Background: an optimization exercise with open tools, aiming at small area and a short achievable clock period. Do not read the settings as production practice.
Where RTL was checked, it was by simulation tests only, not by an equivalence proof against the original.
No activity file was given, so power comes from the tool's default toggle rates.

## LDL_rr_pri_v1
module  LDL_rr_pri_v1
#(parameter
    BIN_WIDTH  =  5
   ,COS_WIDTH  =  3
   ,USER_WIDTH =  8
   ,REQ_WIDTH  = (1 << BIN_WIDTH)
)(
     input                          clk
   , input                          rst
   , input       [REQ_WIDTH -1:0]   req
   , input       [REQ_WIDTH*COS_WIDTH -1:0]  icos   
   , input       [REQ_WIDTH*USER_WIDTH -1:0]  iuser
   , input                          ready
   ,output       [REQ_WIDTH -1:0]   ack
   ,output reg   [BIN_WIDTH -1:0]   bin
   ,output reg                      valid
   ,output reg   [USER_WIDTH -1:0]  ouser
   ,output reg   [ COS_WIDTH -1:0]  ocos
);
clock: 60.0 ns
lec_check: 0
cap_margin: 20
core_area: 5 5 185 185
die_area: 0 0 190 190
slew_margin: 20
standard.sh (not shown) runs the stock make flow with config.mk's settings and CLKGATE_MAP_FILE= SYNTH_SCRIPT=/design/flow/synth_recipe.tcl, a recipe that flattens the netlist after the stock synthesis.
==> flow/flow/run.sh <==
#!/bin/bash
# Layout flow: the standard ORFS flow (standard.sh) with three changes:
#  - synthesis maps the logic with flow/area.abc (an area-oriented ABC script) instead of
#    ORFS's abc script; everything else in synthesis is the standard flow's own script, unchanged;
#  - the port buffers are the smallest plain buffer (buf_1);
#  - extra make settings from flow/knobs.txt, one NAME=value per line.
set -euo pipefail
W=$PWD
# The standard flow's synthesis script as standard.sh names it
ORIG=$(grep -o 'SYNTH_SCRIPT=[^ ]*' standard.sh | head -1 | cut -d= -f2- | tr -d "'")
cat > "$W/my_synth.tcl" <<EOT
proc abc {args} {
  set i [lsearch -exact \$args -script]
  if {\$i >= 0} { lset args [expr {\$i + 1}] {$W/flow/area.abc} }
  yosys abc {*}\$args
}
source {$ORIG}
EOT
KNOBS=()
if [[ -f flow/knobs.txt ]]; then
  while IFS= read -r l; do [[ -n "$l" ]] && KNOBS+=("$l"); done < flow/knobs.txt
fi
bash standard.sh "SYNTH_SCRIPT=$W/my_synth.tcl" \
  "BUFFER_PORTS_ARGS=-buffer_cell sky130_fd_sc_hd__buf_1" "${KNOBS[@]}" finish > standard.log 2>&1
==> flow/flow/area.abc <==
strash
dc2
dch -f
amap
topo
buffer -c
upsize -c
dnsize -c
==> next run, changes <==
--- a/flow/config.mk
+++ b/flow/config.mk
@@ -9,2 +9,2 @@
-export CORE_AREA = 5 5 185 185
-export DIE_AREA = 0 0 190 190
+export CORE_AREA = 2 2 148 148
+export DIE_AREA = 0 0 150 150
Outcome: Final cell count drops by 10%; utilization increases by 11 points; wire length came out lower by 14%.
==> next run, changes <==
==> flow/flow/knobs.txt (new file) <==
PLACE_PINS_ARGS=-min_distance 1 -min_distance_in_tracks
--- a/flow/config.mk
+++ b/flow/config.mk
@@ -9,2 +9,2 @@
-export CORE_AREA = 2 2 148 148
-export DIE_AREA = 0 0 150 150
+export CORE_AREA = 2 2 108 108
+export DIE_AREA = 0 0 110 110
Result:
- wire length drops by about 24%
- cell area drops by 4.0%
- worst setup slack gets better by 0.97 ns
- count of clock-buffer cells in the layout is unchanged
- synthesized cell count stays the same
- global-route usage climbs by 13 points
==> next run, changes <==
removed: flow/flow/knobs.txt
After rerunning: Now the flow never finished: it broke off in I/O pin placement (3_2_place_iop) on PPL-0024; area after synthesis is unchanged; synthesized cell count stays the same.


LDL_rr_pri_v1, a different RTL version from the one above (not shown whole).
Size in the first run: roughly 1000 cells after synthesis, about 17 flip-flops, roughly 440 I/O pins.
clock: 60.0 ns
lec_check: 0
cap_margin: 20
core_area: 2 2 148 148
die_area: 0 0 150 150
slew_margin: 20
==> flow/flow/area.abc <==
strash
dc2
dch -f
map -D 5000
topo
stime -c
buffer -c
upsize -c -D 5000
dnsize -c -D 5000
Scripts as last shown in full above: flow/flow/run.sh
The baseline went through all stages and came out clean.
Rerun with:
==> flow/flow/area.abc (replaced) <==
strash
dc2
&get -n
&st
&dch -f
&nf -R 100
&put
topo
buffer -c
upsize -c
dnsize -c
==> flow/flow/knobs.txt (new file) <==
PLACE_PINS_ARGS=-min_distance 1 -min_distance_in_tracks
CORE_AREA = 2 2 108 108   (was 2 2 148 148)
DIE_AREA = 0 0 110 110   (was 0 0 150 150)
The changed run passed the timing, design-rule and antenna checks.
Die area decreases by 46%.
Clock power decreases by 39%.
Count of clock-buffer cells in the layout decreases by 1.
Via count decreases by 8.8%.
Cell count decreases by 27%.
Hold slack stays flat.
Critical path depth increases by 3.
Sequential power hardly moves.
Register-to-register slack stays flat.
Function was not checked in any run of this note: the RTL went through the layout flow alone.

-- afterwards: timing with drivers on the ports --
In the flow no input, the clock included, has a driving cell. The finished layouts below were timed again as built, in two steps. Step 1 assumes that a clkbuf_16 drives the clock port and a buf_2 every other input. Step 2 moves the port delays by t, midway between the first and last clock arrival at a register: inputs arrive t later, outputs are due t later. That takes back most of the time a late clock gives input paths. Three values: no drivers, after step 1, after step 2; two values: the first two.
run | t (ns) | setup slack, ns | worst setup path after step 2 | cell pins on the clock port's net
the first run of note 1 | 0.275 | 36.771 / 36.770 / 36.496 | input to register | 1
the second run of note 1 | 0.277 | 37.382 / 37.379 / 37.102 | input to register | 1
the third run of note 1 | 0.267 | 38.353 / 38.344 / 38.077 | input to register | 1
the first run of note 2 | 0.279 | 38.417 / 38.407 / 38.128 | input to register | 1
the second run of note 2 | 0.271 | 38.141 / 38.139 / 37.868 | input to register | 1
After both steps setup and hold are still met in every run listed. The setup slack of the first run of note 2, which loses most, moves by -0.010 ns with the drivers and by -0.289 ns with both steps.
